From an optimization exercise on the open Yosys and OpenROAD flow, aimed at small area and a short achievable clock period; shortcuts taken in it are not production practice. RTL that was checked went through simulation tests only; none was proved equivalent to the original.

==> onyx: inputs <==
## sqrt_16s
module sqrt_16s (
    input         clk,
    input  [15:0] data_i,
    input         vld_i,
    output [15:0] data_o,
    output        vld_o
);
==> flow/config.mk <==
export PLATFORM = sky130hd
export DESIGN_NAME = sqrt_16s
export DESIGN_NICKNAME = sqrt_16s
export VERILOG_FILES = /design/flow/design.v
export SDC_FILE = /design/flow/constraint.sdc
export NUM_CORES = 4
export LEC_CHECK = 0
export ABC_AREA = 1
export CAP_MARGIN = 20
export CORE_MARGIN = 2
export CORE_UTILIZATION = 40
export SETUP_SLACK_MARGIN = 1.2
export SLEW_MARGIN = 20
==> flow/constraint.sdc <==
create_clock -name core_clock -period 3.0 [get_ports {clk}]
set_input_delay 0.6000 -clock core_clock [delete_from_list [all_inputs] [get_ports {clk}]]
set_output_delay 0.6000 -clock core_clock [all_outputs]
set_load 0.01 [all_outputs]
standard.sh (not shown) runs the stock make flow with config.mk's settings and CLKGATE_MAP_FILE= SYNTH_SCRIPT=/design/flow/synth_recipe.tcl, a recipe that flattens the netlist after the stock synthesis.
==> flow/flow/run.sh <==
#!/bin/bash
# The standard layout (standard.sh: ORFS from synthesis to the final layout) with:
#  - ADDER_MAP_FILE empty: Yosys does not extract full/half-adder cells, so ABC maps
#    all the logic itself (the registers are the same as in the standard synthesis);
#  - buf_2 cells as the input and output port buffers;
#  - a clock tree of clkbuf_8 cells without dummy loads.
# Everything ORFS prints goes to standard.log in this folder; each step's own log stays
# under orfs/logs/.
bash standard.sh \
  "ADDER_MAP_FILE=" \
  "BUFFER_PORTS_ARGS=-buffer_cell sky130_fd_sc_hd__buf_2" \
  "CTS_ARGS=-sink_clustering_enable -repair_clock_nets -dont_use_dummy_load -buf_list sky130_fd_sc_hd__clkbuf_8 -sink_clustering_size 14 -sink_clustering_max_diameter 50" \
  finish > standard.log 2>&1
==> inputs of garnet, as changes to onyx <==
==> flow/flow/run.sh (replaced) <==
#!/bin/bash
# The standard layout (the standard.sh: ORFS synthesis to final), with buf_2
# cells as the port buffers and a clock tree of clkbuf_8 without dummy loads.
bash standard.sh \
  "BUFFER_PORTS_ARGS=-buffer_cell sky130_fd_sc_hd__buf_2" \
  "CTS_ARGS=-sink_clustering_enable -repair_clock_nets -dont_use_dummy_load -buf_list sky130_fd_sc_hd__clkbuf_8 -sink_clustering_size 14 -sink_clustering_max_diameter 50" \
  finish > standard.log 2>&1
SETUP_SLACK_MARGIN = 1.1   (was 1.2)
==> comparison <==
onyx went through all stages and came out clean. garnet ran to the end with no violations.
Between garnet and onyx, the lower clock-buffer cell count is in onyx (gap 1).
Of garnet and onyx, onyx has the higher utilization (gap 0.95 points).
Between onyx and garnet, the lower area after synthesis is in onyx (gap about 6%, measured against garnet).
Between onyx and garnet, the lower routed wire length is in garnet (gap 0.66%, measured against garnet).
In onyx the worst hold slack is lower than in garnet, by 0.025 ns.
Between onyx and garnet, the lower cell count is in onyx (gap 4.1%, measured against garnet).
Via count: garnet is higher than onyx (3.8%).
Against onyx, the global-route usage of garnet is lower by 0.55 points.
Of onyx and garnet, onyx has the higher register-to-register slack (gap 0.11 ns).
==> figures <==
	onyx	garnet
Met2 wire length	10100 µm	9810 µm
Status	finished clean	finished clean
Max Fanout on Critical Path	5	6
Cell depth of the worst setup path	11	15
WHS Endpoint	x_r4[0]	x_r4[4]
Min-delay src	data_i[0]	data_i[4]
Multi-input gate share of total cell area	40.1%	41.3%
Worst hold-check slack	0.122 ns	0.147 ns
Area used by sequential logic in the layout	0.00552 mm²	0.00551 mm²
Via count of the routed design	8689	9022
Post-synth net total	1484	1568
Worst setup path start	x_r5[5]	data_i[10]
Clock network area share	3.27%	3.24%
Met3 wire length	585 µm	598 µm
Xor-xnor portion of the synthesized cell area	9.07%	6.76%
Capture point of the critical path	r_r6[6]	r_r4[0]
Function was not checked in any run of this note: the RTL went through the layout flow alone.

---

==> amber: inputs <==
sqrt_16s, a different RTL version from the one above (not shown whole).
export LEC_CHECK = 0
export ABC_AREA = 1
export CAP_MARGIN = 20
export CORE_MARGIN = 2
export CORE_UTILIZATION = 40
export SETUP_SLACK_MARGIN = 1.3
export SLEW_MARGIN = 20
create_clock -name core_clock -period 3.0 [get_ports {clk}]
==> flow/flow/run.sh <==
#!/bin/bash
# The standard layout (standard.sh: ORFS from synthesis to the final layout) with:
#  - ADDER_MAP_FILE empty: Yosys does not extract full/half-adder cells, so ABC maps
#    all the logic itself (the registers are the same as in the standard synthesis);
#  - buf_2 cells as the input and output port buffers;
#  - a clock tree of clkbuf_8 cells without dummy loads.
# Everything ORFS prints goes to standard.log in this folder; each step's own log stays
# under orfs/logs/.
bash standard.sh \
  "ADDER_MAP_FILE=" "SETUP_MOVE_SEQUENCE=unbuffer,sizeup,swap" \
  "BUFFER_PORTS_ARGS=-buffer_cell sky130_fd_sc_hd__buf_2" \
  "CTS_ARGS=-sink_clustering_enable -repair_clock_nets -dont_use_dummy_load -buf_list sky130_fd_sc_hd__clkbuf_8 -sink_clustering_size 14 -sink_clustering_max_diameter 50" \
  finish > standard.log 2>&1
==> harbor: changes against amber <==
--- a/flow/design.v
+++ b/flow/design.v
@@ -77,12 +77,20 @@
     endfunction
     wire [6:0] t3 = tbl3(data_i[15:10]);
     wire [2:0] q3 = t3[6:4];
     wire [3:0] r3 = t3[3:0];
     wire [9:0] x3 = data_i[9:0];
-    wire [5:0] a4 = {r3, x3[9:8]};
-    wire [5:0] b4 = {1'b0, q3, 2'b01};
+    reg  [2:0] q_r3;
+    always @(posedge clk) q_r3 <= q3;
+    reg  [3:0] r_r3;
+    always @(posedge clk) r_r3 <= r3;
+    reg  [9:0] x_r3;
+    always @(posedge clk) x_r3 <= x3;
+    reg  [0:0] v_r3;
+    always @(posedge clk) v_r3 <= vld_i;
+    wire [5:0] a4 = {r_r3, x_r3[9:8]};
+    wire [5:0] b4 = {1'b0, q_r3, 2'b01};
     wire [5:0] g4_0 = ~a4 & b4;
     wire [5:0] p4_0 = ~a4 | b4;
     wire g4_1_1 = g4_0[1] | (p4_0[1] & g4_0[0]);
     wire p4_1_1 = p4_0[1] & p4_0[0];
     wire g4_1_3 = g4_0[3] | (p4_0[3] & g4_0[2]);
@@ -98,20 +106,20 @@
     wire g4_6_4 = g4_0[4] | (p4_0[4] & g4_2_3);
     wire p4_6_4 = p4_0[4] & p4_2_3;
     wire s4 = g4_5_5;
     wire [4:0] c4 = {g4_2_3, g4_6_2, g4_1_1, g4_0[0], 1'b0};
     wire [4:0] r4 = a4[4:0] ^ ({5{~s4}} & (b4[4:0] ^ c4));
-    wire [3:0] q4 = {q3, ~s4};
-    wire [7:0] x4 = x3[7:0];
+    wire [3:0] q4 = {q_r3, ~s4};
+    wire [7:0] x4 = x_r3[7:0];
     reg  [3:0] q_r4;
     always @(posedge clk) q_r4 <= q4;
     reg  [4:0] r_r4;
     always @(posedge clk) r_r4 <= r4;
     reg  [7:0] x_r4;
     always @(posedge clk) x_r4 <= x4;
     reg  [0:0] v_r4;
-    always @(posedge clk) v_r4 <= vld_i;
+    always @(posedge clk) v_r4 <= v_r3;
     wire [6:0] a5 = {r_r4, x_r4[7:6]};
     wire [6:0] b5 = {1'b0, q_r4, 2'b01};
     wire [6:0] g5_0 = ~a5 & b5;
     wire [6:0] p5_0 = ~a5 | b5;
     wire g5_1_1 = g5_0[1] | (p5_0[1] & g5_0[0]);
==> flow/run.sh (new file) <==
#!/bin/bash
# synth_recipe.tcl (not shown) runs the flow's synth.tcl, then flattens the netlist and writes it again
# the make line also repeats each setting of config.mk as NAME=value (left out here)
make -C /OpenROAD-flow-scripts/flow DESIGN_CONFIG=/design/flow/config.mk WORK_HOME=/design/flow/orfs CLKGATE_MAP_FILE= SYNTH_SCRIPT=/design/flow/synth_recipe.tcl finish
SETUP_SLACK_MARGIN = 1.4   (was 1.3)
removed: flow/flow/run.sh
removed: flow/standard.sh
==> tundra: changes against amber <==
==> flow/flow/run.sh (replaced) <==
#!/bin/bash
# The standard layout, with buf_2 port buffers and a clock tree without dummy loads.
bash standard.sh \
  "BUFFER_PORTS_ARGS=-buffer_cell sky130_fd_sc_hd__buf_2" \
  "CTS_ARGS=-sink_clustering_enable -repair_clock_nets -dont_use_dummy_load -buf_list sky130_fd_sc_hd__clkbuf_8 -sink_clustering_size 14 -sink_clustering_max_diameter 50" \
  finish > standard.log 2>&1
CORE_UTILIZATION = 60   (was 40)
SETUP_SLACK_MARGIN = 1.1   (was 1.3)
==> comparison table <==
Wire length of the first global-routing pass: amber 33000 um; harbor 35600 um; tundra 33000 um
Worst Tran Pin Value: amber 0.370 ns; harbor 0.649 ns; tundra 0.658 ns
Largest net degree at the start of global routing: amber 20; harbor 15; tundra 17
Minimum hold slack: amber 0.136 ns; harbor 0.310 ns; tundra 0.123 ns
Met2 layer usage reported by global route: amber 26.2%; harbor 28.1%; tundra 38.5%
Largest stage delay, worst path: amber 0.38 ns; harbor 0.31 ns; tundra 0.40 ns
Total length of routed met2 wires: amber 9980 um; harbor 12400 um; tundra 9930 um
Clock network latency to the later pin of the worst-skew pair: amber 0.56 ns; harbor 0.55 ns; tundra 0.57 ns
Via count: amber 8424; harbor 9141; tundra 8434
Via count of the first global-routing pass: amber 7994; harbor 8680; tundra 7952
Outcome: amber timing/DRC/antenna clean; harbor timing/DRC/antenna clean; tundra timing/DRC/antenna clean
Worst-case register-to-register setup slack: amber 1.26 ns; harbor 1.34 ns; tundra 1.21 ns
Synth Net Count: amber 1438; harbor 1476; tundra 1470
Resized Gates After CTS: amber 56; harbor 241; tundra 3
Post-synthesis share of cell area spent on and, or, nand and nor gates: amber 23.6%; harbor 23.5%; tundra 25.0%
Clock buffers created by TritonCTS: amber 29; harbor 30; tundra 29
Router iterations before antenna repair: amber 4; harbor 6; tundra 4

---

==> inputs of run F <==
Another version of the RTL of sqrt_16s (not shown whole).
clock: 3.0 ns
lec_check: 0
abc_area: 1
cap_margin: 20
core_margin: 2
core_utilization: 40
slew_margin: 20
run.sh (not shown) runs the stock make flow with config.mk's settings and CLKGATE_MAP_FILE= SYNTH_SCRIPT=/design/flow/synth_recipe.tcl, a recipe that flattens the netlist after the stock synthesis.
Stock flow here: none of the scripts above is used.
==> inputs of run E, as changes to run F <==
--- a/flow/design.v
+++ b/flow/design.v
@@ -6,11 +6,11 @@
     output        vld_o
 );
     wire [2:0] a1 = {1'b0, data_i[15:14]};
     wire [2:0] b1 = 3'b001;
     wire [2:0] g1_0 = ~a1 & b1;
-    wire [2:0] p1_0 = ~(a1 ^ b1);
+    wire [2:0] p1_0 = ~a1 | b1;
     wire g1_1_1 = g1_0[1] | (p1_0[1] & g1_0[0]);
     wire p1_1_1 = p1_0[1] & p1_0[0];
     wire g1_2_2 = g1_0[2] | (p1_0[2] & g1_1_1);
     wire p1_2_2 = p1_0[2] & p1_1_1;
     wire s1 = g1_2_2;
@@ -27,11 +27,11 @@
     reg  [0:0] v_r1;
     always @(posedge clk) v_r1 <= vld_i;
     wire [3:0] a2 = {r_r1, x_r1[13:12]};
     wire [3:0] b2 = {1'b0, q_r1, 2'b01};
     wire [3:0] g2_0 = ~a2 & b2;
-    wire [3:0] p2_0 = ~(a2 ^ b2);
+    wire [3:0] p2_0 = ~a2 | b2;
     wire g2_1_1 = g2_0[1] | (p2_0[1] & g2_0[0]);
     wire p2_1_1 = p2_0[1] & p2_0[0];
     wire g2_1_3 = g2_0[3] | (p2_0[3] & g2_0[2]);
     wire p2_1_3 = p2_0[3] & p2_0[2];
     wire g2_2_2 = g2_0[2] | (p2_0[2] & g2_1_1);
@@ -52,11 +52,11 @@
     reg  [0:0] v_r2;
     always @(posedge clk) v_r2 <= v_r1;
     wire [4:0] a3 = {r_r2, x_r2[11:10]};
     wire [4:0] b3 = {1'b0, q_r2, 2'b01};
     wire [4:0] g3_0 = ~a3 & b3;
-    wire [4:0] p3_0 = ~(a3 ^ b3);
+    wire [4:0] p3_0 = ~a3 | b3;
     wire g3_1_1 = g3_0[1] | (p3_0[1] & g3_0[0]);
     wire p3_1_1 = p3_0[1] & p3_0[0];
     wire g3_1_3 = g3_0[3] | (p3_0[3] & g3_0[2]);
     wire p3_1_3 = p3_0[3] & p3_0[2];
     wire g3_2_2 = g3_0[2] | (p3_0[2] & g3_1_1);
@@ -79,11 +79,11 @@
     reg  [0:0] v_r3;
     always @(posedge clk) v_r3 <= v_r2;
     wire [5:0] a4 = {r_r3, x_r3[9:8]};
     wire [5:0] b4 = {1'b0, q_r3, 2'b01};
     wire [5:0] g4_0 = ~a4 & b4;
-    wire [5:0] p4_0 = ~(a4 ^ b4);
+    wire [5:0] p4_0 = ~a4 | b4;
     wire g4_1_1 = g4_0[1] | (p4_0[1] & g4_0[0]);
     wire p4_1_1 = p4_0[1] & p4_0[0];
     wire g4_1_3 = g4_0[3] | (p4_0[3] & g4_0[2]);
     wire p4_1_3 = p4_0[3] & p4_0[2];
     wire g4_1_5 = g4_0[5] | (p4_0[5] & g4_0[4]);
@@ -110,11 +110,11 @@
     reg  [0:0] v_r4;
     always @(posedge clk) v_r4 <= v_r3;
     wire [6:0] a5 = {r_r4, x_r4[7:6]};
     wire [6:0] b5 = {1'b0, q_r4, 2'b01};
     wire [6:0] g5_0 = ~a5 & b5;
-    wire [6:0] p5_0 = ~(a5 ^ b5);
+    wire [6:0] p5_0 = ~a5 | b5;
     wire g5_1_1 = g5_0[1] | (p5_0[1] & g5_0[0]);
     wire p5_1_1 = p5_0[1] & p5_0[0];
     wire g5_1_3 = g5_0[3] | (p5_0[3] & g5_0[2]);
     wire p5_1_3 = p5_0[3] & p5_0[2];
     wire g5_1_5 = g5_0[5] | (p5_0[5] & g5_0[4]);
@@ -145,11 +145,11 @@
     reg  [0:0] v_r5;
     always @(posedge clk) v_r5 <= v_r4;
     wire [7:0] a6 = {r_r5, x_r5[5:4]};
     wire [7:0] b6 = {1'b0, q_r5, 2'b01};
     wire [7:0] g6_0 = ~a6 & b6;
-    wire [7:0] p6_0 = ~(a6 ^ b6);
+    wire [7:0] p6_0 = ~a6 | b6;
     wire g6_1_1 = g6_0[1] | (p6_0[1] & g6_0[0]);
     wire p6_1_1 = p6_0[1] & p6_0[0];
     wire g6_1_3 = g6_0[3] | (p6_0[3] & g6_0[2]);
     wire p6_1_3 = p6_0[3] & p6_0[2];
     wire g6_1_5 = g6_0[5] | (p6_0[5] & g6_0[4]);
@@ -186,11 +186,11 @@
     reg  [0:0] v_r6;
     always @(posedge clk) v_r6 <= v_r5;
     wire [8:0] a7 = {r_r6, x_r6[3:2]};
     wire [8:0] b7 = {1'b0, q_r6, 2'b01};
     wire [8:0] g7_0 = ~a7 & b7;
-    wire [8:0] p7_0 = ~(a7 ^ b7);
+    wire [8:0] p7_0 = ~a7 | b7;
     wire g7_1_1 = g7_0[1] | (p7_0[1] & g7_0[0]);
     wire p7_1_1 = p7_0[1] & p7_0[0];
     wire g7_1_3 = g7_0[3] | (p7_0[3] & g7_0[2]);
     wire p7_1_3 = p7_0[3] & p7_0[2];
     wire g7_1_5 = g7_0[5] | (p7_0[5] & g7_0[4]);
@@ -229,11 +229,11 @@
     reg  [0:0] v_r7;
     always @(posedge clk) v_r7 <= v_r6;
     wire [9:0] a8 = {r_r7, x_r7[1:0]};
     wire [9:0] b8 = {1'b0, q_r7, 2'b01};
     wire [9:0] g8_0 = ~a8 & b8;
-    wire [9:0] p8_0 = ~(a8 ^ b8);
+    wire [9:0] p8_0 = ~a8 | b8;
     wire g8_1_1 = g8_0[1] | (p8_0[1] & g8_0[0]);
     wire p8_1_1 = p8_0[1] & p8_0[0];
     wire g8_1_3 = g8_0[3] | (p8_0[3] & g8_0[2]);
     wire p8_1_3 = p8_0[3] & p8_0[2];
     wire g8_1_5 = g8_0[5] | (p8_0[5] & g8_0[4]);
@@ -273,11 +273,11 @@
     reg  [0:0] v_r8;
     always @(posedge clk) v_r8 <= v_r7;
     wire [10:0] a9 = {r_r8, 2'b00};
     wire [10:0] b9 = {1'b0, q_r8, 2'b01};
     wire [10:0] g9_0 = ~a9 & b9;
-    wire [10:0] p9_0 = ~(a9 ^ b9);
+    wire [10:0] p9_0 = ~a9 | b9;
     wire g9_1_1 = g9_0[1] | (p9_0[1] & g9_0[0]);
     wire p9_1_1 = p9_0[1] & p9_0[0];
     wire g9_1_3 = g9_0[3] | (p9_0[3] & g9_0[2]);
     wire p9_1_3 = p9_0[3] & p9_0[2];
     wire g9_1_5 = g9_0[5] | (p9_0[5] & g9_0[4]);
@@ -321,11 +321,11 @@
     reg  [0:0] v_r9;
     always @(posedge clk) v_r9 <= v_r8;
     wire [11:0] a10 = {r_r9, 2'b00};
     wire [11:0] b10 = {1'b0, q_r9, 2'b01};
     wire [11:0] g10_0 = ~a10 & b10;
-    wire [11:0] p10_0 = ~(a10 ^ b10);
+    wire [11:0] p10_0 = ~a10 | b10;
     wire g10_1_1 = g10_0[1] | (p10_0[1] & g10_0[0]);
     wire p10_1_1 = p10_0[1] & p10_0[0];
     wire g10_1_3 = g10_0[3] | (p10_0[3] & g10_0[2]);
     wire p10_1_3 = p10_0[3] & p10_0[2];
     wire g10_1_5 = g10_0[5] | (p10_0[5] & g10_0[4]);
@@ -375,11 +375,11 @@
     reg  [0:0] v_r10;
     always @(posedge clk) v_r10 <= v_r9;
     wire [12:0] a11 = {r_r10, 2'b00};
     wire [12:0] b11 = {1'b0, q_r10, 2'b01};
     wire [12:0] g11_0 = ~a11 & b11;
-    wire [12:0] p11_0 = ~(a11 ^ b11);
+    wire [12:0] p11_0 = ~a11 | b11;
     wire g11_1_1 = g11_0[1] | (p11_0[1] & g11_0[0]);
     wire p11_1_1 = p11_0[1] & p11_0[0];
     wire g11_1_3 = g11_0[3] | (p11_0[3] & g11_0[2]);
     wire p11_1_3 = p11_0[3] & p11_0[2];
     wire g11_1_5 = g11_0[5] | (p11_0[5] & g11_0[4]);
@@ -433,11 +433,11 @@
     reg  [0:0] v_r11;
     always @(posedge clk) v_r11 <= v_r10;
     wire [13:0] a12 = {r_r11, 2'b00};
     wire [13:0] b12 = {1'b0, q_r11, 2'b01};
     wire [13:0] g12_0 = ~a12 & b12;
-    wire [13:0] p12_0 = ~(a12 ^ b12);
+    wire [13:0] p12_0 = ~a12 | b12;
     wire g12_1_1 = g12_0[1] | (p12_0[1] & g12_0[0]);
     wire p12_1_1 = p12_0[1] & p12_0[0];
     wire g12_1_3 = g12_0[3] | (p12_0[3] & g12_0[2]);
     wire p12_1_3 = p12_0[3] & p12_0[2];
     wire g12_1_5 = g12_0[5] | (p12_0[5] & g12_0[4]);
@@ -497,11 +497,11 @@
     reg  [0:0] v_r12;
     always @(posedge clk) v_r12 <= v_r11;
     wire [14:0] a13 = {r_r12, 2'b00};
     wire [14:0] b13 = {1'b0, q_r12, 2'b01};
     wire [14:0] g13_0 = ~a13 & b13;
-    wire [14:0] p13_0 = ~(a13 ^ b13);
+    wire [14:0] p13_0 = ~a13 | b13;
     wire g13_1_1 = g13_0[1] | (p13_0[1] & g13_0[0]);
     wire p13_1_1 = p13_0[1] & p13_0[0];
     wire g13_1_3 = g13_0[3] | (p13_0[3] & g13_0[2]);
     wire p13_1_3 = p13_0[3] & p13_0[2];
     wire g13_1_5 = g13_0[5] | (p13_0[5] & g13_0[4]);
@@ -567,11 +567,11 @@
     reg  [0:0] v_r13;
     always @(posedge clk) v_r13 <= v_r12;
     wire [15:0] a14 = {r_r13, 2'b00};
     wire [15:0] b14 = {1'b0, q_r13, 2'b01};
     wire [15:0] g14_0 = ~a14 & b14;
-    wire [15:0] p14_0 = ~(a14 ^ b14);
+    wire [15:0] p14_0 = ~a14 | b14;
     wire g14_1_1 = g14_0[1] | (p14_0[1] & g14_0[0]);
     wire p14_1_1 = p14_0[1] & p14_0[0];
     wire g14_1_3 = g14_0[3] | (p14_0[3] & g14_0[2]);
     wire p14_1_3 = p14_0[3] & p14_0[2];
     wire g14_1_5 = g14_0[5] | (p14_0[5] & g14_0[4]);
@@ -645,11 +645,11 @@
     reg  [0:0] v_r14;
     always @(posedge clk) v_r14 <= v_r13;
     wire [16:0] a15 = {r_r14, 2'b00};
     wire [16:0] b15 = {1'b0, q_r14, 2'b01};
     wire [16:0] g15_0 = ~a15 & b15;
-    wire [16:0] p15_0 = ~(a15 ^ b15);
+    wire [16:0] p15_0 = ~a15 | b15;
     wire g15_1_1 = g15_0[1] | (p15_0[1] & g15_0[0]);
     wire p15_1_1 = p15_0[1] & p15_0[0];
     wire g15_1_3 = g15_0[3] | (p15_0[3] & g15_0[2]);
     wire p15_1_3 = p15_0[3] & p15_0[2];
     wire g15_1_5 = g15_0[5] | (p15_0[5] & g15_0[4]);
@@ -725,11 +725,11 @@
     reg  [0:0] v_r15;
     always @(posedge clk) v_r15 <= v_r14;
     wire [17:0] a16 = {r_r15, 2'b00};
     wire [17:0] b16 = {1'b0, q_r15, 2'b01};
     wire [17:0] g16_0 = ~a16 & b16;
-    wire [17:0] p16_0 = ~(a16 ^ b16);
+    wire [17:0] p16_0 = ~a16 | b16;
     wire g16_1_1 = g16_0[1] | (p16_0[1] & g16_0[0]);
     wire p16_1_1 = p16_0[1] & p16_0[0];
     wire g16_1_3 = g16_0[3] | (p16_0[3] & g16_0[2]);
     wire p16_1_3 = p16_0[3] & p16_0[2];
     wire g16_1_5 = g16_0[5] | (p16_0[5] & g16_0[4]);
==> run summary <==
Outcome: run E complete, no violations; run F complete, no violations
Fill cell count: run E 2975; run F 3147
Final worst path period share: run E 0.647; run F 0.721
Die height: run E 182 um; run F 188 um
Synthesized netlist net count: run E 1636; run F 1737
Worst setup slack before clock tree synthesis: run E 1.16 ns; run F 0.805 ns
Total clock buffers created by CTS: run E 37; run F 38
Area fraction in compound gates after synthesis: run E 0.0542; run F 0.0372
Wirelength per Cell: run E 9.86 um; run F 9.95 um
Multi-input logic portion of the cell area: run E 0.344; run F 0.374
Peak clock frequency supported by timing: run E 515 MHz; run F 463 MHz
Vias per cell: run E 4.51; run F 4.46
Proportion of layout cells with a drive suffix above 1: run E 0.0880; run F 0.0642
Number of rows in the core area: run E 65; run F 67
Depth of the worst register-to-register path: run E 11; run F 13
Met2 Wirelength: run E 10600 um; run F 11000 um
CP arrival: run E 1.34 ns; run F 2.55 ns
Synth cell types: run E 39; run F 34
Initial cell density of the core: run E 0.405; run F 0.406
Crit path max-delay cell type: run E sky130_fd_sc_hd__clkdlybuf4s50_1; run F sky130_fd_sc_hd__nor2_1
Area of the multi-input gates: run E 5080 um^2; run F 5870 um^2
No functional check of the RTL was part of any run of this note.

-- what the ideal ports hide --
How much do the figures lean on ideal ports? The routed layouts below were timed once more, with nothing changed but the port constraints.
Step 1 assumes that a clkbuf_16 drives the clock port and a buf_2 every other input.
Step 2 moves the port delays by t, midway between the first and last clock arrival at a register: inputs arrive t later, outputs are due t later. That takes back most of the time a late clock gives input paths.
a / b / c = ideal ports / drivers / drivers and shift; a / b = the first two.
| run | t (ns) | slack for setup (ns) | worst setup path after step 2 |
|---|---|---|---|
| onyx | 0.593 | 1.277 / 1.277 / 0.914 | input to register |
| garnet | 0.598 | 1.152 / 1.171 / 0.578 | input to register |
| amber | 0.585 | 1.255 / 1.255 / 0.969 | input to register |
| harbor | 0.591 | 1.345 / 1.345 / 0.936 | input to register |
| tundra | 0.583 | 1.213 / 1.213 / 0.719 | input to register |
| run F | 0.548 | 0.838 / 0.838 / 0.838 | register to register |
| run E | 0.552 | 1.058 / 1.009 / 1.172 | register to register |
After both steps setup and hold are still met in every run listed. The setup slack of garnet, which loses most, moves by +0.019 ns with the drivers and by -0.574 ns with both steps.
